What follows belongs to an exercise in optimizing a design on an open flow for small area; a production flow would make more cautious choices.
Function was checked by simulation only, so behaviour that the tests miss may differ from the original.
No activity file was given, so power comes from the tool's default toggle rates.

## flow/design.v (module list and top-level ports; edited modules follow where they fit)
// module MainModule: 72 lines
// module collect_input: 40 lines
// module buffer_dist3: 69 lines
// module read_data_m: 32 lines
// module cnt1000: 6 lines
// module VGA_P: 334 lines
module MainModule(clk,rst,start,si_1,si_0,b1,b2,b3,b4,st,clk_on,data_compp,read_dataaa, Db1, Db2, Db3,
Db4, Tb1, Tb2, Tb3, Tb4, Rb1, Rb2, Rb3, Rb4, readPacket, o_hsync, o_vsync, o_vga_blank, o_vga_sync, o_vga_clk,
o_red, o_blue, o_green);
  // ...
==> flow/run.sh <==
#!/bin/bash
# synth_recipe.tcl (not shown) runs the flow's synth.tcl, then flattens the netlist and writes it again
# the make line also repeats each setting of config.mk as NAME=value (left out here)
make -C /OpenROAD-flow-scripts/flow DESIGN_CONFIG=/design/flow/config.mk WORK_HOME=/design/flow/orfs CLKGATE_MAP_FILE= SYNTH_SCRIPT=/design/flow/synth_recipe.tcl finish
==> flow/config.mk <==
export PLATFORM = sky130hd
export DESIGN_NAME = MainModule
export DESIGN_NICKNAME = MainModule
export VERILOG_FILES = /design/flow/design.v
export SDC_FILE = /design/flow/constraint.sdc
export NUM_CORES = 4
export LEC_CHECK = 0
export ABC_AREA = 1
export CAP_MARGIN = 40
export CORE_MARGIN = 2
export CORE_UTILIZATION = 45
export PLACE_DENSITY = 0.55
export SLEW_MARGIN = 20
==> flow/constraint.sdc <==
create_clock -name core_clock -period 10.0 [get_ports {clk}]
set_input_delay 2.0000 -clock core_clock [delete_from_list [all_inputs] [get_ports {clk}]]
set_output_delay 2.0000 -clock core_clock [all_outputs]
set_load 0.01 [all_outputs]
==> run notes, run 1 <==
RSZ-0062 raised after global routing true; pre-CTS setup slack -2.060 ns; clk cell area share 0.03409; Critical-path top delay cell fa_1; # setup viols final 3; Hold Crit Endpoint o_g$_DFF_P_; main area contributors after synthesis dfxtp_1 (20%), nand2_1 (12%), inv_1 (9.9%), nor2_1 (7.2%), o21ai_0 (7.2%); Final GP Congestion around 1.1; clock group power approximately 1.3 mW; maximum buffer depth of the clock tree 3; reg2reg end u4.r_green$_SDFFE_PP0N_; placed instance area slightly above 0.03 sq mm; Slew headroom 0.2341; Seq/Total Area, Yosys 0.2044; sequential share of cell area 0.1642; post-synthesis xor/xnor area fraction 0.01647; Final WS setup -1.824 ns; Clk network pwr share 0.492; Remaining DRCs 0; hold depth 2; status finished with violations; met1 usage 0.5658; H-tree depth 1; initial cell density of the core 0.4533; I/O pin count about 130; leading cell type in the layout, fill and taps excluded nand2_1; area leader, netlist dfxtp_1; wire per inst ~23 microns; pin count of the biggest net entering global routing 48; Synth top cells by count nand2_1 (801), inv_1 (684), nor2_1 (499); largest power group the clock network; synth warn 6; PwrDens just under 80 mW/mm^2; Layout Check Fails negative setup slack
==> module MainModule, before the edit <==
module MainModule(clk,rst,start,si_1,si_0,b1,b2,b3,b4,st,clk_on,data_compp,read_dataaa, Db1, Db2, Db3,
Db4, Tb1, Tb2, Tb3, Tb4, Rb1, Rb2, Rb3, Rb4, readPacket, o_hsync, o_vsync, o_vga_blank, o_vga_sync, o_vga_clk,
o_red, o_blue, o_green);
input clk,rst,start,si_1,si_0;
localparam READ_DIV = 95;
localparam SHOW_PHASE = 100000;
wire [17:0] buff1,buff2,buff3,buff4;
wire [2:0] state, read_dataa;
wire data_comp, clk_enn, hsync, vsync, vga_clk;
wire [3:0] dataa;
wire [4:0] packet_read;
wire red, blue, green;
wire Dbuffer_1, Dbuffer_2, Dbuffer_3, Dbuffer_4, Rbuffer_1, Rbuffer_2, Rbuffer_3, Rbuffer_4, Tbuffer_1, Tbuffer_2, Tbuffer_3, Tbuffer_4;
output reg [17:0] b1,b2,b3,b4;
output reg [2:0] st, read_dataaa;
output reg clk_on, data_compp, o_hsync, o_vsync, o_vga_clk;
output o_vga_blank, o_vga_sync;
output reg Db1, Db2, Db3, Db4, Tb1, Tb2, Tb3, Tb4, Rb1, Rb2, Rb3, Rb4;
output reg [4:0] readPacket;
output [7:0] o_red, o_blue, o_green;
reg rst_d;
reg o_r, o_g, o_b;
assign o_vga_blank = 1'b1;
assign o_vga_sync = 1'b0;
assign o_red = {8{o_r}};
assign o_green = {8{o_g}};
assign o_blue = {8{o_b}};
collect_input u1(.clk (clk), .rst (rst),.start (start), .si_1 (si_1), .si_0 (si_0), .data_output (dataa), .data_completed (data_comp));
buffer_dist3 u2(.rst_d (rst_d), .data (dataa), .data_completed (data_compp), .read_data (read_dataaa),
 .b1 (b1), .b2 (b2), .b3 (b3), .b4 (b4), .rp (readPacket),
 .Db ({Db4, Db3, Db2, Db1}), .Rb ({Rb4, Rb3, Rb2, Rb1}), .Tb ({Tb4, Tb3, Tb2, Tb1}),
 .buffer1 (buff1), .buffer2 (buff2), .buffer3 (buff3), .buffer4 (buff4), .packet_read(packet_read),
 .Dbuffer ({Dbuffer_4, Dbuffer_3, Dbuffer_2, Dbuffer_1}), .Rbuffer ({Rbuffer_4, Rbuffer_3, Rbuffer_2, Rbuffer_1}),
 .Tbuffer ({Tbuffer_4, Tbuffer_3, Tbuffer_2, Tbuffer_1}));
read_data_m #(.READ_DIV(READ_DIV)) u3(.clk (clk), .rst_d (rst_d), .b1 (b1), .b2 (b2), .b3 (b3), .b4 (b4),
 .st (st), .clk_on (clk_on), .rd (read_dataaa), .read_data (read_dataa), .current_state (state), .clk_en (clk_enn));
VGA_P #(.SHOW_PHASE(SHOW_PHASE)) u4( .clk(clk), .rst(rst), .rst_d(rst_d), .vclk_q(o_vga_clk), .o_hsync(hsync), .o_vsync(vsync), .vga_clk(vga_clk),
.o_red(red), .o_blue(blue), .o_green(green), .b1(buff1), .b2(buff2), .b3(buff3), .b4(buff4), .bq1(b1), .bq2(b2), .bq3(b3), .bq4(b4), .out(packet_read),
.TPulse1(Tbuffer_1), .TPulse2(Tbuffer_2), .TPulse3(Tbuffer_3), .TPulse4(Tbuffer_4), .RPulse1(Rbuffer_1), .RPulse2(Rbuffer_2),
 .RPulse3(Rbuffer_3), .RPulse4(Rbuffer_4), .DPulse1(Dbuffer_1), .DPulse2(Dbuffer_2), .DPulse3(Dbuffer_3), .DPulse4(Dbuffer_4) );
always @(posedge clk)
begin
	rst_d <= rst;
	b1 <= buff1;
	b2 <= buff2;
	b3 <= buff3;
	b4 <= buff4;
	st <= state;
	clk_on <= clk_enn;
	data_compp <= data_comp;
	read_dataaa <= read_dataa;
	Db1 <= Dbuffer_1;
	Db2 <= Dbuffer_2;
	Db3 <= Dbuffer_3;
	Db4 <= Dbuffer_4;
	Tb1 <= Tbuffer_1;
	Tb2 <= Tbuffer_2;
	Tb3 <= Tbuffer_3;
	Tb4 <= Tbuffer_4;
	Rb1 <= Rbuffer_1;
	Rb2 <= Rbuffer_2;
	Rb3 <= Rbuffer_3;
	Rb4 <= Rbuffer_4;
	readPacket <= packet_read;
	o_b <= blue;
	o_r <= red;
	o_g <= green;
	o_hsync <= hsync;
	o_vsync <= vsync;
	o_vga_clk <= vga_clk;
end
endmodule
==> module buffer_dist3, before the edit <==
module buffer_dist3(rst_d, data, data_completed, read_data, b1, b2, b3, b4, rp, Db, Rb, Tb,
	buffer1, buffer2, buffer3, buffer4, packet_read, Dbuffer, Rbuffer, Tbuffer);
input rst_d, data_completed;
input [3:0] data;
input [2:0] read_data;
input [17:0] b1, b2, b3, b4;
input [4:0] rp;
input [3:0] Db, Rb, Tb;
output [17:0] buffer1, buffer2, buffer3, buffer4;
output reg [4:0] packet_read;
output reg [3:0] Dbuffer, Rbuffer, Tbuffer;
wire wr = data_completed;
wire rd = !data_completed && read_data[2];
wire [3:0] wsel = 4'b0001 << data[3:2];
wire [3:0] rsel = 4'b0001 << read_data[1:0];
function [17:0] nxt;
	input [17:0] b;
	input w, r;
	input [1:0] d;
	begin
		nxt = b;
		if (w) begin
			if (!b[2]) nxt[2:0] = {1'b1, d};
			else if (!b[5]) nxt[5:3] = {1'b1, d};
			else if (!b[8]) nxt[8:6] = {1'b1, d};
			else if (!b[11]) nxt[11:9] = {1'b1, d};
			else if (!b[14]) nxt[14:12] = {1'b1, d};
			else if (!b[17]) nxt[17:15] = {1'b1, d};
			else nxt = {1'b1, d, b[17:3]};
		end else if (r) nxt = {3'b000, b[17:3]};
	end
endfunction
wire [17:0] n1 = nxt(b1, wr && wsel[0], rd && rsel[0], data[1:0]);
wire [17:0] n2 = nxt(b2, wr && wsel[1], rd && rsel[1], data[1:0]);
wire [17:0] n3 = nxt(b3, wr && wsel[2], rd && rsel[2], data[1:0]);
wire [17:0] n4 = nxt(b4, wr && wsel[3], rd && rsel[3], data[1:0]);
assign buffer1 = rst_d ? 18'd0 : n1;
assign buffer2 = rst_d ? 18'd0 : n2;
assign buffer3 = rst_d ? 18'd0 : n3;
assign buffer4 = rst_d ? 18'd0 : n4;
wire [3:0] full = {b4[17] & b4[14] & b4[11] & b4[8] & b4[5] & b4[2],
                   b3[17] & b3[14] & b3[11] & b3[8] & b3[5] & b3[2],
                   b2[17] & b2[14] & b2[11] & b2[8] & b2[5] & b2[2],
                   b1[17] & b1[14] & b1[11] & b1[8] & b1[5] & b1[2]};
reg [1:0] head;
always @(*) begin
	case (read_data[1:0])
		2'd0: head = b1[1:0];
		2'd1: head = b2[1:0];
		2'd2: head = b3[1:0];
		default: head = b4[1:0];
	endcase
	if (rst_d) begin
		Dbuffer = 4'd0; Rbuffer = 4'd0; Tbuffer = 4'd0; packet_read = 5'd0;
	end else if (wr) begin
		Dbuffer = Db | (wsel & full);
		Rbuffer = Rb | wsel;
		Tbuffer = 4'd0;
		packet_read = rp;
	end else if (rd) begin
		Dbuffer = 4'd0;
		Rbuffer = 4'd0;
		Tbuffer = Tb | rsel;
		packet_read = {1'b1, read_data[1:0], head};
	end else begin
		Dbuffer = 4'd0; Rbuffer = 4'd0; Tbuffer = 4'd0; packet_read = rp;
	end
end
endmodule
==> inputs of run 2 (changes only) <==
==> flow/design.v (replaced) <==
module MainModule(clk,rst,start,si_1,si_0,b1,b2,b3,b4,st,clk_on,data_compp,read_dataaa, Db1, Db2, Db3,
Db4, Tb1, Tb2, Tb3, Tb4, Rb1, Rb2, Rb3, Rb4, readPacket, o_hsync, o_vsync, o_vga_blank, o_vga_sync, o_vga_clk,
o_red, o_blue, o_green);
input clk,rst,start,si_1,si_0;
localparam READ_DIV = 95;
localparam SHOW_PHASE = 100000;
wire [17:0] buff1,buff2,buff3,buff4;
wire [2:0] state, read_dataa;
wire data_comp, clk_enn, hsync, vsync, vga_clk;
wire [3:0] dataa;
wire [4:0] packet_read;
wire red, blue, green;
wire Dbuffer_1, Dbuffer_2, Dbuffer_3, Dbuffer_4, Rbuffer_1, Rbuffer_2, Rbuffer_3, Rbuffer_4, Tbuffer_1, Tbuffer_2, Tbuffer_3, Tbuffer_4;
output reg [17:0] b1,b2,b3,b4;
output reg [2:0] st, read_dataaa;
output reg clk_on, data_compp, o_hsync, o_vsync, o_vga_clk;
output o_vga_blank, o_vga_sync;
output reg Db1, Db2, Db3, Db4, Tb1, Tb2, Tb3, Tb4, Rb1, Rb2, Rb3, Rb4;
output reg [4:0] readPacket;
output [7:0] o_red, o_blue, o_green;
reg rst_d;
reg o_r, o_g, o_b;
assign o_vga_blank = 1'b1;
assign o_vga_sync = 1'b0;
assign o_red = {8{o_r}};
assign o_green = {8{o_g}};
assign o_blue = {8{o_b}};
collect_input u1(.clk (clk), .rst (rst),.start (start), .si_1 (si_1), .si_0 (si_0), .data_output (dataa), .data_completed (data_comp));
buffer_dist3 u2(.rst_d (rst_d), .data (dataa), .data_completed (data_compp), .read_data (read_dataaa),
 .b1 (b1), .b2 (b2), .b3 (b3), .b4 (b4), .rp (readPacket),
 .buffer1 (buff1), .buffer2 (buff2), .buffer3 (buff3), .buffer4 (buff4), .packet_read(packet_read),
 .Dbuffer ({Dbuffer_4, Dbuffer_3, Dbuffer_2, Dbuffer_1}), .Rbuffer ({Rbuffer_4, Rbuffer_3, Rbuffer_2, Rbuffer_1}),
 .Tbuffer ({Tbuffer_4, Tbuffer_3, Tbuffer_2, Tbuffer_1}));
read_data_m #(.READ_DIV(READ_DIV)) u3(.clk (clk), .rst_d (rst_d), .b1 (b1), .b2 (b2), .b3 (b3), .b4 (b4),
 .st (st), .clk_on (clk_on), .rd (read_dataaa), .read_data (read_dataa), .current_state (state), .clk_en (clk_enn));
VGA_P #(.SHOW_PHASE(SHOW_PHASE)) u4( .clk(clk), .rst(rst), .rst_d(rst_d), .vclk_q(o_vga_clk), .o_hsync(hsync), .o_vsync(vsync), .vga_clk(vga_clk),
.o_red(red), .o_blue(blue), .o_green(green), .b1(buff1), .b2(buff2), .b3(buff3), .b4(buff4), .out(packet_read),
.TPulse1(Tbuffer_1), .TPulse2(Tbuffer_2), .TPulse3(Tbuffer_3), .TPulse4(Tbuffer_4), .RPulse1(Rbuffer_1), .RPulse2(Rbuffer_2),
 .RPulse3(Rbuffer_3), .RPulse4(Rbuffer_4), .DPulse1(Dbuffer_1), .DPulse2(Dbuffer_2), .DPulse3(Dbuffer_3), .DPulse4(Dbuffer_4) );
always @(posedge clk)
begin
	rst_d <= rst;
	b1 <= buff1;
	b2 <= buff2;
	b3 <= buff3;
	b4 <= buff4;
	st <= state;
	clk_on <= clk_enn;
	data_compp <= data_comp;
	read_dataaa <= read_dataa;
	Db1 <= Dbuffer_1;
	Db2 <= Dbuffer_2;
	Db3 <= Dbuffer_3;
	Db4 <= Dbuffer_4;
	Tb1 <= Tbuffer_1;
	Tb2 <= Tbuffer_2;
	Tb3 <= Tbuffer_3;
	Tb4 <= Tbuffer_4;
	Rb1 <= Rbuffer_1;
	Rb2 <= Rbuffer_2;
	Rb3 <= Rbuffer_3;
	Rb4 <= Rbuffer_4;
	readPacket <= packet_read;
	o_b <= blue;
	o_r <= red;
	o_g <= green;
	o_hsync <= hsync;
	o_vsync <= vsync;
	o_vga_clk <= vga_clk;
end
endmodule
module collect_input(clk,rst,start,si_1,si_0,data_output,data_completed);
input clk,rst,start,si_1,si_0;
output reg [3:0] data_output;
output data_completed;
reg [1:0] start_counter, si_1_counter, si_0_counter;
reg [2:0] counter;
assign data_completed = (counter == 3'd5);
wire p1 = (si_1_counter == 2'd2);
wire p0 = (si_0_counter == 2'd2);
wire active = (counter == 3'd1) || (counter == 3'd2) || (counter == 3'd3) || (counter == 3'd4);
always @(posedge clk) begin
	if (rst) begin
		start_counter <= 2'd0;
		si_1_counter <= 2'd0;
		si_0_counter <= 2'd0;
	end else begin
		if (start == 1'b0 && start_counter != 2'd3) start_counter <= start_counter + 2'd1;
		else if (start == 1'b1) start_counter <= 2'd0;
		if (si_1 == 1'b0 && si_1_counter != 2'd3) si_1_counter <= si_1_counter + 2'd1;
		else if (si_1 == 1'b1) si_1_counter <= 2'd0;
		if (si_0 == 1'b0 && si_0_counter != 2'd3) si_0_counter <= si_0_counter + 2'd1;
		else if (si_0 == 1'b1) si_0_counter <= 2'd0;
	end
end
reg [3:0] d_tmp;
always @(posedge clk) begin
	if (rst) begin
		counter <= 3'd0;
		data_output <= 4'd0;
	end else begin
		d_tmp = data_output;
		if (active && p1) d_tmp = {d_tmp[2:0], 1'b1};
		if (active && p0) d_tmp = {d_tmp[2:0], 1'b0};
		data_output <= d_tmp;
		if (active && (p1 || p0)) counter <= counter + 3'd1;
		else if (start_counter == 2'd2) counter <= 3'd1;
		else if (counter == 3'd5) counter <= 3'd0;
	end
end
endmodule
module buffer_dist3(rst_d, data, data_completed, read_data, b1, b2, b3, b4, rp,
	buffer1, buffer2, buffer3, buffer4, packet_read, Dbuffer, Rbuffer, Tbuffer);
input rst_d, data_completed;
input [3:0] data;
input [2:0] read_data;
input [17:0] b1, b2, b3, b4;
input [4:0] rp;
output [17:0] buffer1, buffer2, buffer3, buffer4;
output reg [4:0] packet_read;
output [3:0] Dbuffer, Rbuffer, Tbuffer;
wire wr = data_completed;
wire rd = !data_completed && read_data[2];
wire [3:0] wsel = 4'b0001 << data[3:2];
wire [3:0] rsel = 4'b0001 << read_data[1:0];
function [17:0] nxt;
	input [17:0] b;
	input w, r;
	input [1:0] d;
	reg sh;
	begin
		sh = (w && b[17]) || r;
		nxt[2:0]   = sh ? b[5:3]   : (w && !b[2])           ? {1'b1, d} : b[2:0];
		nxt[5:3]   = sh ? b[8:6]   : (w && !b[5] && b[2])   ? {1'b1, d} : b[5:3];
		nxt[8:6]   = sh ? b[11:9]  : (w && !b[8] && b[5])   ? {1'b1, d} : b[8:6];
		nxt[11:9]  = sh ? b[14:12] : (w && !b[11] && b[8])  ? {1'b1, d} : b[11:9];
		nxt[14:12] = sh ? b[17:15] : (w && !b[14] && b[11]) ? {1'b1, d} : b[14:12];
		nxt[17:15] = (w && b[14]) ? {1'b1, d} : r ? 3'b000 : b[17:15];
	end
endfunction
wire [17:0] n1 = nxt(b1, wr && wsel[0], rd && rsel[0], data[1:0]);
wire [17:0] n2 = nxt(b2, wr && wsel[1], rd && rsel[1], data[1:0]);
wire [17:0] n3 = nxt(b3, wr && wsel[2], rd && rsel[2], data[1:0]);
wire [17:0] n4 = nxt(b4, wr && wsel[3], rd && rsel[3], data[1:0]);
assign buffer1 = rst_d ? 18'd0 : n1;
assign buffer2 = rst_d ? 18'd0 : n2;
assign buffer3 = rst_d ? 18'd0 : n3;
assign buffer4 = rst_d ? 18'd0 : n4;
wire [3:0] full = {b4[17], b3[17], b2[17], b1[17]};
assign Rbuffer = (!rst_d && wr) ? wsel : 4'd0;
assign Dbuffer = (!rst_d && wr) ? (wsel & full) : 4'd0;
assign Tbuffer = (!rst_d && rd) ? rsel : 4'd0;
reg [1:0] head;
always @(*) begin
	case (read_data[1:0])
		2'd0: head = b1[1:0];
		2'd1: head = b2[1:0];
		2'd2: head = b3[1:0];
		default: head = b4[1:0];
	endcase
	if (rst_d) packet_read = 5'd0;
	else if (rd) packet_read = {1'b1, read_data[1:0], head};
	else packet_read = rp;
end
endmodule
module read_data_m #(parameter READ_DIV = 149999999) (clk, rst_d, b1, b2, b3, b4, st, clk_on, rd, read_data, current_state, clk_en);
input clk, rst_d;
input [17:0] b1, b2, b3, b4;
input [2:0] st, rd;
input clk_on;
output reg [2:0] read_data;
output reg [2:0] current_state;
output clk_en;
reg [6:0] q;
wire [6:0] counter = (rst_d || st == 3'd0 || q == READ_DIV) ? 7'd0 : q + 7'd1;
assign clk_en = !rst_d && st != 3'd0 && q == READ_DIV;
always @(posedge clk) q <= counter;
always @(*) begin
	if (rst_d) current_state = 3'd0;
	else if (b1[2] == 1'b0 && b2[2] == 1'b0 && b3[2] == 1'b0 && b4[2] == 1'b0) current_state = 3'd0;
	else if (b1[2] != 1'b0 && b2[17] != 1'b1 && b3[17] != 1'b1 && b4[17] != 1'b1) current_state = 3'd1;
	else if ((b2[17] == 1'b1 && b3[17] != 1'b1 && b4[17] != 1'b1) || (b1[2] == 1'b0 && b2[2] != 1'b0 && b3[17] != 1'b1 && b4[17] != 1'b1)) current_state = 3'd2;
	else if ((b3[17] == 1'b1 && b4[17] != 1'b1) || (b1[2] == 1'b0 && b2[2] == 1'b0 && b3[2] != 1'b0 && b4[17] != 1'b1)) current_state = 3'd3;
	else if ((b4[17] == 1'b1) || (b1[2] == 1'b0 && b2[2] == 1'b0 && b3[2] == 1'b0 && b4[2] != 1'b0)) current_state = 3'd4;
	else current_state = st;
	if (rst_d) read_data = 3'd0;
	else if (!clk_on) read_data = {1'b0, rd[1:0]};
	else case (st)
		3'd0: read_data = {1'b0, rd[1:0]};
		3'd1: read_data = 3'b100;
		3'd2: read_data = 3'b101;
		3'd3: read_data = 3'b110;
		3'd4: read_data = 3'b111;
		default: read_data = rd;
	endcase
end
endmodule
module VGA_P #(parameter SHOW_PHASE = 50000000) (
	input clk, input rst, input rst_d, input vclk_q, output o_hsync, output o_vsync, output vga_clk,
	output o_red, output o_blue, output o_green, input [17:0] b1, input [17:0] b2, input [17:0] b3,
	input [17:0] b4,
	input [4:0] out, input DPulse1, input DPulse2, input DPulse3, input DPulse4,
	input RPulse1, input RPulse2, input RPulse3, input RPulse4, input TPulse1, input TPulse2,
	input TPulse3, input TPulse4
);
	reg [9:0] x;   
	reg [9:0] y;   
	reg r_red, r_green, r_blue;
	wire clk25 = !rst_d && !vclk_q;
	assign vga_clk = clk25;
	always @(posedge clk) begin
		if (rst) x <= 10'd0;
		else if (!clk25) x <= (x == 10'd799) ? 10'd0 : x + 10'd1;
	end
	always @(posedge clk) begin
		if (rst) y <= 10'd0;
		else if (!clk25 && x == 10'd799) y <= (y == 10'd525) ? 10'd0 : y + 10'd1;
	end
	assign o_hsync = (x < 10'd96);
	assign o_vsync = (y < 10'd2);
	reg [11:0] R1, R2, R3, R4, Rt, T1, T2, T3, T4, Tt, D1, D2, D3, D4, Dt;
	function [11:0] inc3;
		input [11:0] v;
		begin
			inc3[3:0] = (v[3:0] == 4'd9) ? 4'd0 : v[3:0] + 4'd1;
			inc3[7:4] = (v[3:0] != 4'd9) ? v[7:4] : (v[7:4] == 4'd9) ? 4'd0 : v[7:4] + 4'd1;
			inc3[11:8] = (v[3:0] != 4'd9 || v[7:4] != 4'd9) ? v[11:8] : (v[11:8] == 4'd9) ? 4'd0 : v[11:8] + 4'd1;
		end
	endfunction
	wire [11:0] Rs = ({12{RPulse1}} & R1) | ({12{RPulse2}} & R2) | ({12{RPulse3}} & R3) | ({12{RPulse4}} & R4);
	wire [11:0] Ts = ({12{TPulse1}} & T1) | ({12{TPulse2}} & T2) | ({12{TPulse3}} & T3) | ({12{TPulse4}} & T4);
	wire [11:0] Ds = ({12{DPulse1}} & D1) | ({12{DPulse2}} & D2) | ({12{DPulse3}} & D3) | ({12{DPulse4}} & D4);
	wire [11:0] Rn = rst ? 12'd0 : inc3(Rs);
	wire [11:0] Tn = rst ? 12'd0 : inc3(Ts);
	wire [11:0] Dn = rst ? 12'd0 : inc3(Ds);
	wire [11:0] Rtn = rst ? 12'd0 : inc3(Rt);
	wire [11:0] Ttn = rst ? 12'd0 : inc3(Tt);
	wire [11:0] Dtn = rst ? 12'd0 : inc3(Dt);
	wire anyR = RPulse1 | RPulse2 | RPulse3 | RPulse4;
	wire anyT = TPulse1 | TPulse2 | TPulse3 | TPulse4;
	wire anyD = DPulse1 | DPulse2 | DPulse3 | DPulse4;
	always @(posedge clk) begin
		if (rst || RPulse1) R1 <= Rn;
		if (rst || RPulse2) R2 <= Rn;
		if (rst || RPulse3) R3 <= Rn;
		if (rst || RPulse4) R4 <= Rn;
		if (rst || anyR) Rt <= Rtn;
		if (rst || TPulse1) T1 <= Tn;
		if (rst || TPulse2) T2 <= Tn;
		if (rst || TPulse3) T3 <= Tn;
		if (rst || TPulse4) T4 <= Tn;
		if (rst || anyT) Tt <= Ttn;
		if (rst || DPulse1) D1 <= Dn;
		if (rst || DPulse2) D2 <= Dn;
		if (rst || DPulse3) D3 <= Dn;
		if (rst || DPulse4) D4 <= Dn;
		if (rst || anyD) Dt <= Dtn;
	end
	wire yk1 = (y >= 10'd248), yk2 = (y >= 10'd353);
	wire [6:0] ty = y[6:0] - (yk2 ? 7'd97 : yk1 ? 7'd120 : 7'd15);    
	wire ry_ok = (y >= 10'd143) && (y <= 10'd407);
	wire xg1 = (x >= 10'd519), xg2 = (x >= 10'd570), xg3 = (x >= 10'd621), xg4 = (x >= 10'd672);
	wire [2:0] g = xg4 ? 3'd4 : xg3 ? 3'd3 : xg2 ? 3'd2 : xg1 ? 3'd1 : 3'd0;
	wire [5:0] lg = x[5:0] - (xg4 ? 6'd32 : xg3 ? 6'd45 : xg2 ? 6'd58 : xg1 ? 6'd7 : 6'd21);   
	wire rx_ok = (x >= 10'd469) && (x <= 10'd721);
	wire dig_row = ry_ok && rx_ok && ty >= 7'd45 && ty <= 7'd54;
	wire [3:0] dly = ty[3:0] - 4'd13;
	reg [1:0] dpos; reg dcol;
	always @(*) begin
		dcol = 1'b1;
		if (lg <= 6'd7) dpos = 2'd2;
		else if (lg >= 6'd10 && lg <= 6'd17) dpos = 2'd1;
		else if (lg >= 6'd20 && lg <= 6'd27) dpos = 2'd0;
		else begin dpos = 2'd0; dcol = 1'b0; end
	end
	wire [2:0] dlx = lg[2:0] - (dpos == 2'd2 ? 3'd0 : dpos == 2'd1 ? 3'd2 : 3'd4);
	wire dig_in = dig_row && dcol;
	reg [11:0] val;
	always @(*) begin
		case ({yk2, yk1, g})
			5'b00_000: val = R1;
			5'b00_001: val = R2;
			5'b00_010: val = R3;
			5'b00_011: val = R4;
			5'b00_100: val = Rt;
			5'b01_000: val = T1;
			5'b01_001: val = T2;
			5'b01_010: val = T3;
			5'b01_011: val = T4;
			5'b01_100: val = Tt;
			5'b11_000: val = D1;
			5'b11_001: val = D2;
			5'b11_010: val = D3;
			5'b11_011: val = D4;
			default: val = Dt;
		endcase
	end
	wire [11:0] vb = val;
	wire [3:0] dv = dpos == 2'd2 ? vb[11:8] : dpos == 2'd1 ? vb[7:4] : vb[3:0];
	wire dexc = (yk2 && g == 3'd4 && (dpos == 2'd2) && dv == 4'd8 && ((dlx == 3'd2 && dly == 4'd1) || (dlx == 3'd3 && dly == 4'd1) || (dlx == 3'd4 && dly == 4'd1) || (dlx == 3'd5 && dly == 4'd1))) ||
		(yk1 && !yk2 && g == 3'd2 && (dpos == 2'd2) && dv == 4'd9 && ((dlx == 3'd2 && dly == 4'd0) || (dlx == 3'd2 && dly == 4'd1) || (dlx == 3'd3 && dly == 4'd0) || (dlx == 3'd3 && dly == 4'd1) || (dlx == 3'd4 && dly == 4'd0) || (dlx == 3'd4 && dly == 4'd1) || (dlx == 3'd5 && dly == 4'd0) || (dlx == 3'd5 && dly == 4'd1))) ||
		(yk2 && g == 3'd1 && (dpos == 2'd0 || dpos == 2'd1 || dpos == 2'd2) && dv == 4'd4 && ((dlx == 3'd7 && dly == 4'd6) || (dlx == 3'd7 && dly == 4'd7))) ||
		(yk2 && g == 3'd1 && (dpos == 2'd0 || dpos == 2'd1 || dpos == 2'd2) && dv == 4'd7 && ((dlx == 3'd6 && dly == 4'd2) || (dlx == 3'd6 && dly == 4'd3) || (dlx == 3'd6 && dly == 4'd4) || (dlx == 3'd6 && dly == 4'd5))) ||
		(yk2 && g == 3'd0 && (dpos == 2'd1 || dpos == 2'd2) && dv == 4'd4 && ((dlx == 3'd2 && dly == 4'd2) || (dlx == 3'd2 && dly == 4'd3)));
	wire xc1 = (x >= 10'd238), xc2 = (x >= 10'd299), xc3 = (x >= 10'd360);
	wire [1:0] c = xc3 ? 2'd3 : xc2 ? 2'd2 : xc1 ? 2'd1 : 2'd0;
	wire [5:0] xb = x[5:0] - (xc3 ? 6'd40 : xc2 ? 6'd43 : xc1 ? 6'd46 : 6'd49);   
	wire lx_ok = (x >= 10'd177) && (x <= 10'd395) && (xb <= 6'd35);
	wire ym1 = (y >= 10'd150), ym2 = (y >= 10'd184), ym3 = (y >= 10'd218), ym4 = (y >= 10'd252), ym5 = (y >= 10'd286), ym6 = (y >= 10'd320);
	wire [2:0] m = ym6 ? 3'd6 : ym5 ? 3'd5 : ym4 ? 3'd4 : ym3 ? 3'd3 : ym2 ? 3'd2 : ym1 ? 3'd1 : 3'd0;
	wire [5:0] yb = y[5:0] - (ym6 ? 6'd0 : ym5 ? 6'd30 : ym4 ? 6'd60 : ym3 ? 6'd26 : ym2 ? 6'd56 : ym1 ? 6'd22 : 6'd52);  
	wire ly_ok = (y >= 10'd116) && (y <= 10'd321);
	wire grid = lx_ok && ly_ok && (xb <= 6'd1 || xb >= 6'd34 || yb <= 6'd1);
	wire box_in = lx_ok && ly_ok && !grid;
	reg [17:0] bc;
	always @(*) begin
		case (c)
			2'd0: bc = b1;
			2'd1: bc = b2;
			2'd2: bc = b3;
			default: bc = b4;
		endcase
	end
	reg [2:0] slot;
	always @(*) begin
		case (m)
			3'd0: slot = bc[17:15];
			3'd1: slot = bc[14:12];
			3'd2: slot = bc[11:9];
			3'd3: slot = bc[8:6];
			3'd4: slot = bc[5:3];
			default: slot = bc[2:0];
		endcase
	end
	wire bwin = xb >= 6'd14 && xb <= 6'd21 && yb >= 6'd13 && yb <= 6'd22;
	wire [2:0] blx = xb[2:0] + 3'd2;
	wire [3:0] bly = yb[3:0] + 4'd3;
	wire out_row = (y >= 10'd427) && (y <= 10'd436);
	wire [3:0] oly = y[3:0] - 4'd11;
	reg out_in; reg ov;
	always @(*) begin
		out_in = out[4] && out_row; ov = 1'b0;
		if (x >= 10'd259 && x <= 10'd266) ov = out[3];
		else if (x >= 10'd275 && x <= 10'd282) ov = out[2];
		else if (x >= 10'd291 && x <= 10'd298) ov = out[1];
		else if (x >= 10'd307 && x <= 10'd314) ov = out[0];
		else out_in = 1'b0;
	end
	wire [2:0] olx = x[2:0] - 3'd3;
	vga_glyph u_glyph(.v(gv), .lx(glx), .ly(gly), .g(gbit));
	wire t_frame = x >= 10'd238 && x <= 10'd334 && y >= 10'd414 && y <= 10'd449 && (x <= 10'd239 || x >= 10'd333 || y <= 10'd415 || y >= 10'd448);
	wire top_row = (y >= 10'd108) && (y <= 10'd112);
	wire lab_row = ry_ok && rx_ok && ty >= 7'd30 && ty <= 7'd34;
	wire [2:0] lr = ty[2:0] - 3'd6;
	wire lbit;
	vga_label u_label(.n(top_row ? {1'b0, c} : g), .r(top_row ? y[2:0] - 3'd4 : lr), .lx(top_row ? xb : lg), .g(lbit));
	wire t_top = top_row && lx_ok && lbit;
	wire t_lab = lab_row && (lbit || (g == 3'd2 && lr == 3'd2 && lg == 6'd23) || (g == 3'd3 && lr == 3'd2 && lg == 6'd23));
	reg [4:0] ci; reg [2:0] cc;
	wire [4:0] gid; wire [2:0] cw;
	vga_code u_code(.k({yk2, yk1}), .ci(ci), .gid(gid), .cw(cw));
	always @(posedge clk) begin
		if (rst) begin ci <= 5'd0; cc <= 3'd0; end
		else if (!clk25) begin
			if (x == 10'd468) begin ci <= 5'd0; cc <= 3'd0; end
			else if (x >= 10'd469 && !x[0]) begin
				if (cc == cw) begin ci <= ci + 5'd1; cc <= 3'd0; end
				else cc <= cc + 3'd1;
			end
		end
	end
	wire fbit;
	vga_font u_font(.gid(gid), .cc(cc), .by(ty[3:1]), .f(fbit));
	wire t_big = ry_ok && ty <= 7'd9 && x >= 10'd469 && fbit && !(yk2 && ty[3:0] == 4'd9 && (x == 10'd485 || x == 10'd486));
	wire t_on = grid || t_frame || t_top || t_lab || t_big;
	wire gbit;
	wire use_box = box_in && bwin && slot[2];
	wire [3:0] gv = use_box ? {2'b00, slot[1:0]} : out_in ? {3'b000, ov} : dv;
	wire [2:0] glx = use_box ? blx : out_in ? olx : dlx;
	wire [3:0] gly = use_box ? bly : out_in ? oly : dly;
	wire black = (use_box || out_in || (dig_in && !dexc)) && gbit;
	reg [2:0] box_rgb;
	always @(*) begin
		case (c)
			2'd0: box_rgb = 3'b100;
			2'd1: box_rgb = 3'b001;
			2'd2: box_rgb = 3'b110;
			default: box_rgb = 3'b010;
		endcase
	end
	reg [1:0] phase;
	reg [16:0] cnt;    
	wire cnt_last = (cnt == 17'd64700);
	wire [16:0] cnt_next = {cnt[15:0], cnt[16] ^ cnt[13]};
	wire bg = !t_on && !box_in && !out_in && !dig_in;
	always @(posedge clk) begin
		if (rst) begin
			phase <= 2'd0; cnt <= 17'd1;
		end else if (t_on && phase == 2'd3) begin
			phase <= 2'd0; cnt <= 17'd1;
		end else if ((t_on || bg) && phase != 2'd3) begin
			if (cnt_last) begin cnt <= 17'd1; phase <= phase + 2'd1; end
			else cnt <= cnt_next;
		end
	end
	always @(posedge clk) begin
		if (rst) begin
			r_red <= 1'b0; r_green <= 1'b0; r_blue <= 1'b0;
		end else if (t_on) begin
			if (phase != 2'd3) begin
				r_red <= (phase == 2'd0);
				r_green <= (phase == 2'd1);
				r_blue <= (phase != 2'd2);
			end
		end else if (box_in && slot[2]) begin
			r_red <= box_rgb[2] && !black;
			r_green <= box_rgb[1] && !black;
			r_blue <= box_rgb[0] && !black;
		end else begin
			r_red <= !black; r_green <= !black; r_blue <= !black;
		end
	end
	wire vis = (x > 10'd144 && x <= 10'd783 && y > 10'd35 && y <= 10'd514);
	assign o_red = vis && r_red;
	assign o_green = vis && r_green;
	assign o_blue = vis && r_blue;
endmodule
module vga_glyph(input [3:0] v, input [2:0] lx, input [3:0] ly, output g);
	reg [7:0] row;
	always @(*) begin
		case ({v, ly[3:1]})
			7'd0: row = 8'b00111100;
			7'd1: row = 8'b11000011;
			7'd2: row = 8'b11000011;
			7'd3: row = 8'b11000011;
			7'd4: row = 8'b00111100;
			7'd8: row = 8'b00011000;
			7'd9: row = 8'b01111000;
			7'd10: row = 8'b00011000;
			7'd11: row = 8'b00011000;
			7'd12: row = 8'b01111110;
			7'd16: row = 8'b00111100;
			7'd17: row = 8'b11000011;
			7'd18: row = 8'b00001100;
			7'd19: row = 8'b00110000;
			7'd20: row = 8'b11111111;
			7'd24: row = 8'b00111100;
			7'd25: row = 8'b11000011;
			7'd26: row = 8'b00001100;
			7'd27: row = 8'b11000011;
			7'd28: row = 8'b00111100;
			7'd32: row = 8'b00001100;
			7'd33: row = 8'b00111100;
			7'd34: row = 8'b11001100;
			7'd35: row = 8'b11111111;
			7'd36: row = 8'b00001100;
			7'd40: row = 8'b11111111;
			7'd41: row = 8'b11000000;
			7'd42: row = 8'b11111100;
			7'd43: row = 8'b00000011;
			7'd44: row = 8'b11111100;
			7'd48: row = 8'b00111100;
			7'd49: row = 8'b11000000;
			7'd50: row = 8'b11111100;
			7'd51: row = 8'b11000011;
			7'd52: row = 8'b00111100;
			7'd56: row = 8'b11111100;
			7'd57: row = 8'b00000011;
			7'd58: row = 8'b00000011;
			7'd59: row = 8'b00001100;
			7'd60: row = 8'b00001100;
			7'd64: row = 8'b00111100;
			7'd65: row = 8'b11000011;
			7'd66: row = 8'b00111100;
			7'd67: row = 8'b11000011;
			7'd68: row = 8'b00111100;
			7'd72: row = 8'b00111100;
			7'd73: row = 8'b11000011;
			7'd74: row = 8'b00111111;
			7'd75: row = 8'b00000011;
			7'd76: row = 8'b00001100;
			default: row = 8'b0;
		endcase
	end
	assign g = row[3'd7 - lx];
endmodule
module vga_label(input [2:0] n, input [2:0] r, input [5:0] lx, output g);
	reg [35:0] row;
	always @(*) begin
		case ({n, r})
			6'd0: row = 36'b001000001110111101111011110100100111;
			6'd1: row = 36'b001100010010000100001000010100101001;
			6'd2: row = 36'b001000001110011100111001110100100111;
			6'd3: row = 36'b001000001010000100001000010100101001;
			6'd4: row = 36'b011100010010111100001000010111100111;
			6'd8: row = 36'b011000001110111101111011110100100111;
			6'd9: row = 36'b100100010010000100001000010100101001;
			6'd10: row = 36'b010000001110011100111001110100100111;
			6'd11: row = 36'b001000001010000100001000010100101001;
			6'd12: row = 36'b111100010010111100001000010111100111;
			6'd16: row = 36'b011000001110111101111011110100100111;
			6'd17: row = 36'b100100010010000100001000010100101001;
			6'd18: row = 36'b010000001110011100111001110100100111;
			6'd19: row = 36'b100100001010000100001000010100101001;
			6'd20: row = 36'b011000010010111100001000010111100111;
			6'd24: row = 36'b010000001110111101111011110100100111;
			6'd25: row = 36'b011000010010000100001000010100101001;
			6'd26: row = 36'b010100001110011100111001110100100111;
			6'd27: row = 36'b111100001010000100001000010100101001;
			6'd28: row = 36'b010000010010111100001000010111100111;
			6'd32: row = 36'b000000000000010011001111100110011111;
			6'd33: row = 36'b000000000000010100100010001001000100;
			6'd34: row = 36'b000000000000010111100010001001000100;
			6'd35: row = 36'b000000000000010100100010001001000100;
			6'd36: row = 36'b000000000011110100100010000110000100;
			default: row = 36'b0;
		endcase
	end
	assign g = (lx <= 6'd35) ? row[lx] : 1'b0;
endmodule
module vga_code(input [1:0] k, input [4:0] ci, output reg [4:0] gid, output reg [2:0] cw);
	always @(*) begin
		case ({k, ci})
			{2'b00, 5'd0}: begin gid = 5'd1; cw = 3'd4; end
			{2'b00, 5'd1}: begin gid = 5'd2; cw = 3'd4; end
			{2'b00, 5'd2}: begin gid = 5'd3; cw = 3'd5; end
			{2'b00, 5'd3}: begin gid = 5'd4; cw = 3'd4; end
			{2'b00, 5'd4}: begin gid = 5'd5; cw = 3'd4; end
			{2'b00, 5'd5}: begin gid = 5'd6; cw = 3'd6; end
			{2'b00, 5'd6}: begin gid = 5'd7; cw = 3'd4; end
			{2'b00, 5'd7}: begin gid = 5'd8; cw = 3'd6; end
			{2'b00, 5'd8}: begin gid = 5'd6; cw = 3'd4; end
			{2'b00, 5'd9}: begin gid = 5'd5; cw = 3'd4; end
			{2'b00, 5'd10}: begin gid = 5'd9; cw = 3'd4; end
			{2'b00, 5'd11}: begin gid = 5'd5; cw = 3'd4; end
			{2'b00, 5'd12}: begin gid = 5'd10; cw = 3'd3; end
			{2'b00, 5'd13}: begin gid = 5'd11; cw = 3'd5; end
			{2'b00, 5'd14}: begin gid = 5'd5; cw = 3'd4; end
			{2'b00, 5'd15}: begin gid = 5'd12; cw = 3'd6; end
			{2'b00, 5'd16}: begin gid = 5'd13; cw = 3'd4; end
			{2'b00, 5'd17}: begin gid = 5'd14; cw = 3'd4; end
			{2'b00, 5'd18}: begin gid = 5'd9; cw = 3'd4; end
			{2'b00, 5'd19}: begin gid = 5'd15; cw = 3'd4; end
			{2'b00, 5'd20}: begin gid = 5'd5; cw = 3'd4; end
			{2'b00, 5'd21}: begin gid = 5'd16; cw = 3'd5; end
			{2'b00, 5'd22}: begin gid = 5'd17; cw = 3'd6; end
			{2'b01, 5'd0}: begin gid = 5'd1; cw = 3'd4; end
			{2'b01, 5'd1}: begin gid = 5'd2; cw = 3'd4; end
			{2'b01, 5'd2}: begin gid = 5'd3; cw = 3'd5; end
			{2'b01, 5'd3}: begin gid = 5'd4; cw = 3'd4; end
			{2'b01, 5'd4}: begin gid = 5'd5; cw = 3'd4; end
			{2'b01, 5'd5}: begin gid = 5'd6; cw = 3'd6; end
			{2'b01, 5'd6}: begin gid = 5'd7; cw = 3'd4; end
			{2'b01, 5'd7}: begin gid = 5'd8; cw = 3'd6; end
			{2'b01, 5'd8}: begin gid = 5'd16; cw = 3'd5; end
			{2'b01, 5'd9}: begin gid = 5'd6; cw = 3'd4; end
			{2'b01, 5'd10}: begin gid = 5'd14; cw = 3'd4; end
			{2'b01, 5'd11}: begin gid = 5'd1; cw = 3'd4; end
			{2'b01, 5'd12}: begin gid = 5'd17; cw = 3'd4; end
			{2'b01, 5'd13}: begin gid = 5'd3; cw = 3'd5; end
			{2'b01, 5'd14}: begin gid = 5'd10; cw = 3'd3; end
			{2'b01, 5'd15}: begin gid = 5'd16; cw = 3'd5; end
			{2'b01, 5'd16}: begin gid = 5'd16; cw = 3'd5; end
			{2'b01, 5'd17}: begin gid = 5'd5; cw = 3'd4; end
			{2'b01, 5'd18}: begin gid = 5'd12; cw = 3'd6; end
			{2'b01, 5'd19}: begin gid = 5'd13; cw = 3'd4; end
			{2'b01, 5'd20}: begin gid = 5'd14; cw = 3'd4; end
			{2'b01, 5'd21}: begin gid = 5'd9; cw = 3'd4; end
			{2'b01, 5'd22}: begin gid = 5'd15; cw = 3'd4; end
			{2'b01, 5'd23}: begin gid = 5'd5; cw = 3'd4; end
			{2'b01, 5'd24}: begin gid = 5'd16; cw = 3'd5; end
			{2'b01, 5'd25}: begin gid = 5'd17; cw = 3'd6; end
			{2'b11, 5'd0}: begin gid = 5'd1; cw = 3'd4; end
			{2'b11, 5'd1}: begin gid = 5'd2; cw = 3'd4; end
			{2'b11, 5'd2}: begin gid = 5'd3; cw = 3'd5; end
			{2'b11, 5'd3}: begin gid = 5'd4; cw = 3'd4; end
			{2'b11, 5'd4}: begin gid = 5'd5; cw = 3'd4; end
			{2'b11, 5'd5}: begin gid = 5'd6; cw = 3'd6; end
			{2'b11, 5'd6}: begin gid = 5'd7; cw = 3'd4; end
			{2'b11, 5'd7}: begin gid = 5'd8; cw = 3'd6; end
			{2'b11, 5'd8}: begin gid = 5'd12; cw = 3'd4; end
			{2'b11, 5'd9}: begin gid = 5'd6; cw = 3'd4; end
			{2'b11, 5'd10}: begin gid = 5'd7; cw = 3'd4; end
			{2'b11, 5'd11}: begin gid = 5'd13; cw = 3'd4; end
			{2'b11, 5'd12}: begin gid = 5'd13; cw = 3'd4; end
			{2'b11, 5'd13}: begin gid = 5'd5; cw = 3'd4; end
			{2'b11, 5'd14}: begin gid = 5'd12; cw = 3'd6; end
			{2'b11, 5'd15}: begin gid = 5'd13; cw = 3'd4; end
			{2'b11, 5'd16}: begin gid = 5'd14; cw = 3'd4; end
			{2'b11, 5'd17}: begin gid = 5'd9; cw = 3'd4; end
			{2'b11, 5'd18}: begin gid = 5'd15; cw = 3'd4; end
			{2'b11, 5'd19}: begin gid = 5'd5; cw = 3'd4; end
			{2'b11, 5'd20}: begin gid = 5'd16; cw = 3'd5; end
			{2'b11, 5'd21}: begin gid = 5'd17; cw = 3'd6; end
			default: begin gid = 5'd0; cw = 3'd6; end
		endcase
	end
endmodule
module vga_font(input [4:0] gid, input [2:0] cc, input [2:0] by, output reg f);
	always @(*) begin
		case ({gid, cc, by})
			{5'd1, 3'd0, 3'd0}: f = 1'b1;
			{5'd1, 3'd0, 3'd1}: f = 1'b1;
			{5'd1, 3'd0, 3'd2}: f = 1'b1;
			{5'd1, 3'd0, 3'd3}: f = 1'b1;
			{5'd1, 3'd0, 3'd4}: f = 1'b1;
			{5'd1, 3'd1, 3'd1}: f = 1'b1;
			{5'd1, 3'd2, 3'd2}: f = 1'b1;
			{5'd1, 3'd3, 3'd0}: f = 1'b1;
			{5'd1, 3'd3, 3'd1}: f = 1'b1;
			{5'd1, 3'd3, 3'd2}: f = 1'b1;
			{5'd1, 3'd3, 3'd3}: f = 1'b1;
			{5'd1, 3'd3, 3'd4}: f = 1'b1;
			{5'd2, 3'd0, 3'd0}: f = 1'b1;
			{5'd2, 3'd0, 3'd1}: f = 1'b1;
			{5'd2, 3'd0, 3'd2}: f = 1'b1;
			{5'd2, 3'd0, 3'd3}: f = 1'b1;
			{5'd2, 3'd0, 3'd4}: f = 1'b1;
			{5'd2, 3'd1, 3'd4}: f = 1'b1;
			{5'd2, 3'd2, 3'd4}: f = 1'b1;
			{5'd2, 3'd3, 3'd0}: f = 1'b1;
			{5'd2, 3'd3, 3'd1}: f = 1'b1;
			{5'd2, 3'd3, 3'd2}: f = 1'b1;
			{5'd2, 3'd3, 3'd3}: f = 1'b1;
			{5'd2, 3'd3, 3'd4}: f = 1'b1;
			{5'd3, 3'd0, 3'd0}: f = 1'b1;
			{5'd3, 3'd0, 3'd1}: f = 1'b1;
			{5'd3, 3'd0, 3'd2}: f = 1'b1;
			{5'd3, 3'd0, 3'd3}: f = 1'b1;
			{5'd3, 3'd0, 3'd4}: f = 1'b1;
			{5'd3, 3'd1, 3'd1}: f = 1'b1;
			{5'd3, 3'd2, 3'd2}: f = 1'b1;
			{5'd3, 3'd3, 3'd1}: f = 1'b1;
			{5'd3, 3'd4, 3'd0}: f = 1'b1;
			{5'd3, 3'd4, 3'd1}: f = 1'b1;
			{5'd3, 3'd4, 3'd2}: f = 1'b1;
			{5'd3, 3'd4, 3'd3}: f = 1'b1;
			{5'd3, 3'd4, 3'd4}: f = 1'b1;
			{5'd4, 3'd0, 3'd0}: f = 1'b1;
			{5'd4, 3'd0, 3'd1}: f = 1'b1;
			{5'd4, 3'd0, 3'd2}: f = 1'b1;
			{5'd4, 3'd0, 3'd3}: f = 1'b1;
			{5'd4, 3'd0, 3'd4}: f = 1'b1;
			{5'd4, 3'd1, 3'd0}: f = 1'b1;
			{5'd4, 3'd1, 3'd2}: f = 1'b1;
			{5'd4, 3'd1, 3'd4}: f = 1'b1;
			{5'd4, 3'd2, 3'd0}: f = 1'b1;
			{5'd4, 3'd2, 3'd2}: f = 1'b1;
			{5'd4, 3'd2, 3'd4}: f = 1'b1;
			{5'd4, 3'd3, 3'd1}: f = 1'b1;
			{5'd4, 3'd3, 3'd3}: f = 1'b1;
			{5'd5, 3'd0, 3'd0}: f = 1'b1;
			{5'd5, 3'd0, 3'd1}: f = 1'b1;
			{5'd5, 3'd0, 3'd2}: f = 1'b1;
			{5'd5, 3'd0, 3'd3}: f = 1'b1;
			{5'd5, 3'd0, 3'd4}: f = 1'b1;
			{5'd5, 3'd1, 3'd0}: f = 1'b1;
			{5'd5, 3'd1, 3'd2}: f = 1'b1;
			{5'd5, 3'd1, 3'd4}: f = 1'b1;
			{5'd5, 3'd2, 3'd0}: f = 1'b1;
			{5'd5, 3'd2, 3'd2}: f = 1'b1;
			{5'd5, 3'd2, 3'd4}: f = 1'b1;
			{5'd5, 3'd3, 3'd0}: f = 1'b1;
			{5'd5, 3'd3, 3'd4}: f = 1'b1;
			{5'd6, 3'd0, 3'd0}: f = 1'b1;
			{5'd6, 3'd0, 3'd1}: f = 1'b1;
			{5'd6, 3'd0, 3'd2}: f = 1'b1;
			{5'd6, 3'd0, 3'd3}: f = 1'b1;
			{5'd6, 3'd0, 3'd4}: f = 1'b1;
			{5'd6, 3'd1, 3'd0}: f = 1'b1;
			{5'd6, 3'd1, 3'd2}: f = 1'b1;
			{5'd6, 3'd2, 3'd0}: f = 1'b1;
			{5'd6, 3'd2, 3'd2}: f = 1'b1;
			{5'd6, 3'd2, 3'd3}: f = 1'b1;
			{5'd6, 3'd3, 3'd1}: f = 1'b1;
			{5'd6, 3'd3, 3'd4}: f = 1'b1;
			{5'd7, 3'd0, 3'd1}: f = 1'b1;
			{5'd7, 3'd0, 3'd2}: f = 1'b1;
			{5'd7, 3'd0, 3'd3}: f = 1'b1;
			{5'd7, 3'd1, 3'd0}: f = 1'b1;
			{5'd7, 3'd1, 3'd4}: f = 1'b1;
			{5'd7, 3'd2, 3'd0}: f = 1'b1;
			{5'd7, 3'd2, 3'd4}: f = 1'b1;
			{5'd7, 3'd3, 3'd1}: f = 1'b1;
			{5'd7, 3'd3, 3'd2}: f = 1'b1;
			{5'd7, 3'd3, 3'd3}: f = 1'b1;
			{5'd8, 3'd0, 3'd0}: f = 1'b1;
			{5'd8, 3'd0, 3'd1}: f = 1'b1;
			{5'd8, 3'd0, 3'd2}: f = 1'b1;
			{5'd8, 3'd0, 3'd3}: f = 1'b1;
			{5'd8, 3'd0, 3'd4}: f = 1'b1;
			{5'd8, 3'd1, 3'd0}: f = 1'b1;
			{5'd8, 3'd1, 3'd2}: f = 1'b1;
			{5'd8, 3'd2, 3'd0}: f = 1'b1;
			{5'd8, 3'd2, 3'd2}: f = 1'b1;
			{5'd8, 3'd3, 3'd0}: f = 1'b1;
			{5'd9, 3'd0, 3'd1}: f = 1'b1;
			{5'd9, 3'd0, 3'd2}: f = 1'b1;
			{5'd9, 3'd0, 3'd3}: f = 1'b1;
			{5'd9, 3'd1, 3'd0}: f = 1'b1;
			{5'd9, 3'd1, 3'd4}: f = 1'b1;
			{5'd9, 3'd2, 3'd0}: f = 1'b1;
			{5'd9, 3'd2, 3'd4}: f = 1'b1;
			{5'd9, 3'd3, 3'd1}: f = 1'b1;
			{5'd9, 3'd3, 3'd3}: f = 1'b1;
			{5'd10, 3'd0, 3'd0}: f = 1'b1;
			{5'd10, 3'd0, 3'd4}: f = 1'b1;
			{5'd10, 3'd1, 3'd0}: f = 1'b1;
			{5'd10, 3'd1, 3'd1}: f = 1'b1;
			{5'd10, 3'd1, 3'd2}: f = 1'b1;
			{5'd10, 3'd1, 3'd3}: f = 1'b1;
			{5'd10, 3'd1, 3'd4}: f = 1'b1;
			{5'd10, 3'd2, 3'd0}: f = 1'b1;
			{5'd10, 3'd2, 3'd4}: f = 1'b1;
			{5'd11, 3'd0, 3'd0}: f = 1'b1;
			{5'd11, 3'd0, 3'd1}: f = 1'b1;
			{5'd11, 3'd1, 3'd2}: f = 1'b1;
			{5'd11, 3'd1, 3'd3}: f = 1'b1;
			{5'd11, 3'd2, 3'd4}: f = 1'b1;
			{5'd11, 3'd3, 3'd2}: f = 1'b1;
			{5'd11, 3'd3, 3'd3}: f = 1'b1;
			{5'd11, 3'd4, 3'd0}: f = 1'b1;
			{5'd11, 3'd4, 3'd1}: f = 1'b1;
			{5'd12, 3'd0, 3'd0}: f = 1'b1;
			{5'd12, 3'd0, 3'd1}: f = 1'b1;
			{5'd12, 3'd0, 3'd2}: f = 1'b1;
			{5'd12, 3'd0, 3'd3}: f = 1'b1;
			{5'd12, 3'd0, 3'd4}: f = 1'b1;
			{5'd12, 3'd1, 3'd0}: f = 1'b1;
			{5'd12, 3'd1, 3'd4}: f = 1'b1;
			{5'd12, 3'd2, 3'd0}: f = 1'b1;
			{5'd12, 3'd2, 3'd4}: f = 1'b1;
			{5'd12, 3'd3, 3'd1}: f = 1'b1;
			{5'd12, 3'd3, 3'd2}: f = 1'b1;
			{5'd12, 3'd3, 3'd3}: f = 1'b1;
			{5'd13, 3'd0, 3'd0}: f = 1'b1;
			{5'd13, 3'd0, 3'd1}: f = 1'b1;
			{5'd13, 3'd0, 3'd2}: f = 1'b1;
			{5'd13, 3'd0, 3'd3}: f = 1'b1;
			{5'd13, 3'd0, 3'd4}: f = 1'b1;
			{5'd13, 3'd1, 3'd0}: f = 1'b1;
			{5'd13, 3'd1, 3'd2}: f = 1'b1;
			{5'd13, 3'd2, 3'd0}: f = 1'b1;
			{5'd13, 3'd2, 3'd2}: f = 1'b1;
			{5'd13, 3'd3, 3'd1}: f = 1'b1;
			{5'd14, 3'd0, 3'd1}: f = 1'b1;
			{5'd14, 3'd0, 3'd2}: f = 1'b1;
			{5'd14, 3'd0, 3'd3}: f = 1'b1;
			{5'd14, 3'd0, 3'd4}: f = 1'b1;
			{5'd14, 3'd1, 3'd0}: f = 1'b1;
			{5'd14, 3'd1, 3'd2}: f = 1'b1;
			{5'd14, 3'd2, 3'd0}: f = 1'b1;
			{5'd14, 3'd2, 3'd2}: f = 1'b1;
			{5'd14, 3'd3, 3'd1}: f = 1'b1;
			{5'd14, 3'd3, 3'd2}: f = 1'b1;
			{5'd14, 3'd3, 3'd3}: f = 1'b1;
			{5'd14, 3'd3, 3'd4}: f = 1'b1;
			{5'd15, 3'd0, 3'd0}: f = 1'b1;
			{5'd15, 3'd0, 3'd1}: f = 1'b1;
			{5'd15, 3'd0, 3'd2}: f = 1'b1;
			{5'd15, 3'd0, 3'd3}: f = 1'b1;
			{5'd15, 3'd0, 3'd4}: f = 1'b1;
			{5'd15, 3'd1, 3'd2}: f = 1'b1;
			{5'd15, 3'd2, 3'd1}: f = 1'b1;
			{5'd15, 3'd2, 3'd3}: f = 1'b1;
			{5'd15, 3'd3, 3'd0}: f = 1'b1;
			{5'd15, 3'd3, 3'd4}: f = 1'b1;
			{5'd16, 3'd0, 3'd0}: f = 1'b1;
			{5'd16, 3'd1, 3'd0}: f = 1'b1;
			{5'd16, 3'd2, 3'd0}: f = 1'b1;
			{5'd16, 3'd2, 3'd1}: f = 1'b1;
			{5'd16, 3'd2, 3'd2}: f = 1'b1;
			{5'd16, 3'd2, 3'd3}: f = 1'b1;
			{5'd16, 3'd2, 3'd4}: f = 1'b1;
			{5'd16, 3'd3, 3'd0}: f = 1'b1;
			{5'd16, 3'd4, 3'd0}: f = 1'b1;
			{5'd17, 3'd0, 3'd1}: f = 1'b1;
			{5'd17, 3'd0, 3'd4}: f = 1'b1;
			{5'd17, 3'd1, 3'd0}: f = 1'b1;
			{5'd17, 3'd1, 3'd2}: f = 1'b1;
			{5'd17, 3'd1, 3'd4}: f = 1'b1;
			{5'd17, 3'd2, 3'd0}: f = 1'b1;
			{5'd17, 3'd2, 3'd2}: f = 1'b1;
			{5'd17, 3'd2, 3'd4}: f = 1'b1;
			{5'd17, 3'd3, 3'd0}: f = 1'b1;
			{5'd17, 3'd3, 3'd3}: f = 1'b1;
			default: f = 1'b0;
		endcase
	end
endmodule
==> flow/config.mk (replaced) <==
export PLATFORM = sky130hd
export DESIGN_NAME = MainModule
export DESIGN_NICKNAME = MainModule
export VERILOG_FILES = /design/flow/design.v
export SDC_FILE = /design/flow/constraint.sdc
export NUM_CORES = 4
export LEC_CHECK = 0
export ABC_AREA = 1
export CAP_MARGIN = 30
export CORE_MARGIN = 2
export CORE_UTILIZATION = 55
export PLACE_DENSITY = 0.65
export SLEW_MARGIN = 20
==> run 2 against run 1 <==
Now clean on timing, DRC and antenna. Global-route usage is 4.9 points lower. Die area is 22% lower. Largest power group is now registers. Register-to-register slack better by 5.5 ns. Cell count is 23% lower. Clock power is 25% higher. Via count is 23% lower. Synthesized cell count is 18% lower. Non-clock buffer count is 359 lower. Synthesized area is 4.6% lower. Fmax is 86% higher. Largest cell class unchanged. Highest routed layer unchanged.
==> run notes, run 2 <==
cts hold-fix bufs 0; mapped cell area 0.02484 sq mm; Post-Syn Nets around 3600; wire per inst 20.19 microns (-12%); I/O pin count 131 (unchanged); Final WS setup 3.637 ns (+5.461 ns); Post-DRT Antenna Nets 0; Final Max Slew Viols 0; critical path peak fanout 16; Worst EP arrival ~6.9 ns; drt first pass iters 6; vias in the first global route about 24000; H-tree depth 2 (+1); CTS Buf Count just over 40; reg2reg start u4.x[1]$_SDFFE_PP0N_; final WL 85080 microns; Remaining DRCs 0 (unchanged); Root Buffer clkbuf_16; slowest stage delay, CP 0.74 ns; Hold Startpoint u4.r_blue$_SDFFE_PP0N_; Final GP Congestion 1.001 (-5.0%); CP Data Required Time approximately 11 ns; CP startpoint kind flip-flop; total chip power ~3.3 mW; Avg Synthesized Cell Area slightly above 7 sq um; post-synth top area share 0.2176; Seq/Total Area, Yosys 0.3578 (+0.1534); RSZ-0062 raised after global routing false; # setup viols final 0 (-3); area leader, netlist edfxtp_1; initial detailed-routing violation count 3080; FF+latch count, synth 354; crit path kind flip-flop to flip-flop; synth warn 9 (+3); initial cell density of the core 0.5593 (+0.1061); antenna violations before repair 1; pin count of the biggest net entering global routing 53 (+10%); maximum buffer depth of the clock tree 3 (unchanged); total number of vias roughly 25000; row count slightly below 80; CP Buf/Inv Count 5; CP Capture Type flip-flop; PwrDens 120.4 mW/mm^2 (+54%); Max Freq between 0.15 and 0.2 GHz; Slew @ Worst Pin about 1.1 ns; Core Footprint around 0.044 sq mm; CP most frequent cell nand2_1; Fin Setup TNS 0 ns; Synth top cells by count nand2_1 (840), nor2_1 (451), inv_1 (421); status finished clean; detailed placement HPWL roughly 63000 microns; cts repair resizes 0; Slew headroom 0.2381 (+0.003990); Final Cycle Share 0.6363; die area around 0.047 sq mm; maximum VDD drop about 0.00016 V; Critical path origin u4.x[1]$_SDFFE_PP0N_; ys flop type edfxtp_1; clock slew at reported path FFs around 0.060 ns; clock latency (worst-skew pair) about 0.6 ns; nets@finish 3714; leading cell type in the layout, fill and taps excluded nand2_1; Async S/R FF share, synth 0; main area contributors after synthesis edfxtp_1 (22%), dfxtp_1 (14%), nand2_1 (13%), nor2_1 (6.8%), inv_1 (6.4%); Yosys cell types slightly above 70; pre-CTS setup slack 3.582 ns (+5.641 ns); commonest non-fill, non-tap cells in the layout nand2_1 (840), nor2_1 (451), inv_1 (420); MaxCap Viol Count 0; clk sinks 354; die width ~220 microns; Congestion Overflow GR 0; final hold vios 0; Die H approximately 220 microns; critical path's top delay family simple AND/OR/NAND/NOR gates; Critical-path top delay cell dfxtp_1; first-pass GRT wire length approximately 130000 microns; top-count cell post-synth nand2_1; Buffers on Ports 128; post-CTS setup buffers 0; leak pwr 12.26 nW; via-per-instance ratio 6.048; P&R area growth vs syn 11.76%; EDFF count, synth 180; placed instance area 0.02636 sq mm (-14%); Final Cell Area about 0.028 sq mm; fin crit period roughly 6.4 ns; share of cells above drive strength 1 0.06738; Clock Skew about 0.027 ns; HP Class flip-flop to flip-flop; Antenna Cells 0; CTS tree yes; GRT Total Usage 0.3553; cells after synthesis roughly 3500
-- run 2: cells by family after synthesis --
kind of cell / after synthesis / share of synthesized area
AO/OA/AOI/OAI: 607 / 0.1492
flip-flops: 354 / 0.3578
other: 2 / 0.0003023
AND/OR/NAND/NOR: 1799 / 0.3175
buffers and inverters: 586 / 0.09826
adder cells (fa/ha/maj): 119 / 0.06114
XOR/XNOR: 45 / 0.01587
-- run 2: tightest hold or removal path: stages, from the launching register on --
cell and delay (ns):
dfxtp_1 0.29, inv_1 0.06, nor2_1 0.04
-- run 2: final cells by class --
class	instances	area (sq um)
multi-input combinational	2572	13530
timing repair buffer	151	1455
clock buffer	58	1161
inverter	470	1772
fill	4052	16650
sequential	354	8890
tap	592	740.7
clock inverter	16	216.5
-- run 2: per-stage QoR --
| stage | utilization | cells | hold WS [ns] |
|---|---|---|---|
| after floorplan | - | 3512 | 0.4165 |
| after global placement | 0.5931 | 4134 | 0.4276 |
| after detailed placement | 0.5935 | 4137 | 0.4362 |
| after CTS | 0.6245 | 4211 | 0.4434 |
| after global routing | 0.6251 | 4213 | 0.4611 |
| final | 0.6251 | 4213 | 0.4437 |
-- run 2: final timing paths --
path	cells after the start	slack (ns)	end
setup / recovery	35	3.64	u4.r_green$_SDFFE_PP0N_
hold / removal	2	0.44	o_b$_DFF_P_
setup reg to reg	35	3.64	u4.r_green$_SDFFE_PP0N_
hold reg to reg	2	0.44	o_b$_DFF_P_
-- run 2: power breakdown --
part           total (mW)  switching (mW)  leakage, nW  internal, mW
logic               0.194           0.138         8.36        0.0559
clock network        1.56           0.638        0.670         0.919
registers            1.59          0.0289         3.23          1.56
total                3.34           0.806         12.3          2.54
-- run 2: routing by layer --
layer,vias up,wire length (microns),global-route usage
li1,11880,-,-
met1,11790,33820,0.4618
met2,1519,38460,0.5712
met3,288,8724,0.06625
met4,0,4072,0.1710
met5,-,0,0

==> port drivers added, routing unchanged <==
Ports are ideal in the flow. The routed layouts listed here were re-timed in OpenROAD.
Step 1: set_driving_cell puts a clkbuf_16 on clk and a buf_2 on each other input, an assumption about the parent block.
Step 2 times the ports against the registers' clock, not the clock port: input delays grow and output delays shrink by t, the midpoint of the rising clock arrivals with the driver on.
a / b / c = ideal ports / drivers / drivers and shift; a / b = the first two.
run	t (ns)	slack for setup (ns)	clock arrival spread, ns	worst data-port slew with drivers (ns)	cell pins on the clock port's net
run 1	0.653	-1.824 / -1.824 / -1.824	0.047 / 0.048	0.03	1
run 2	0.636	3.637 / 3.637 / 3.637	0.028 / 0.028	0.04	1
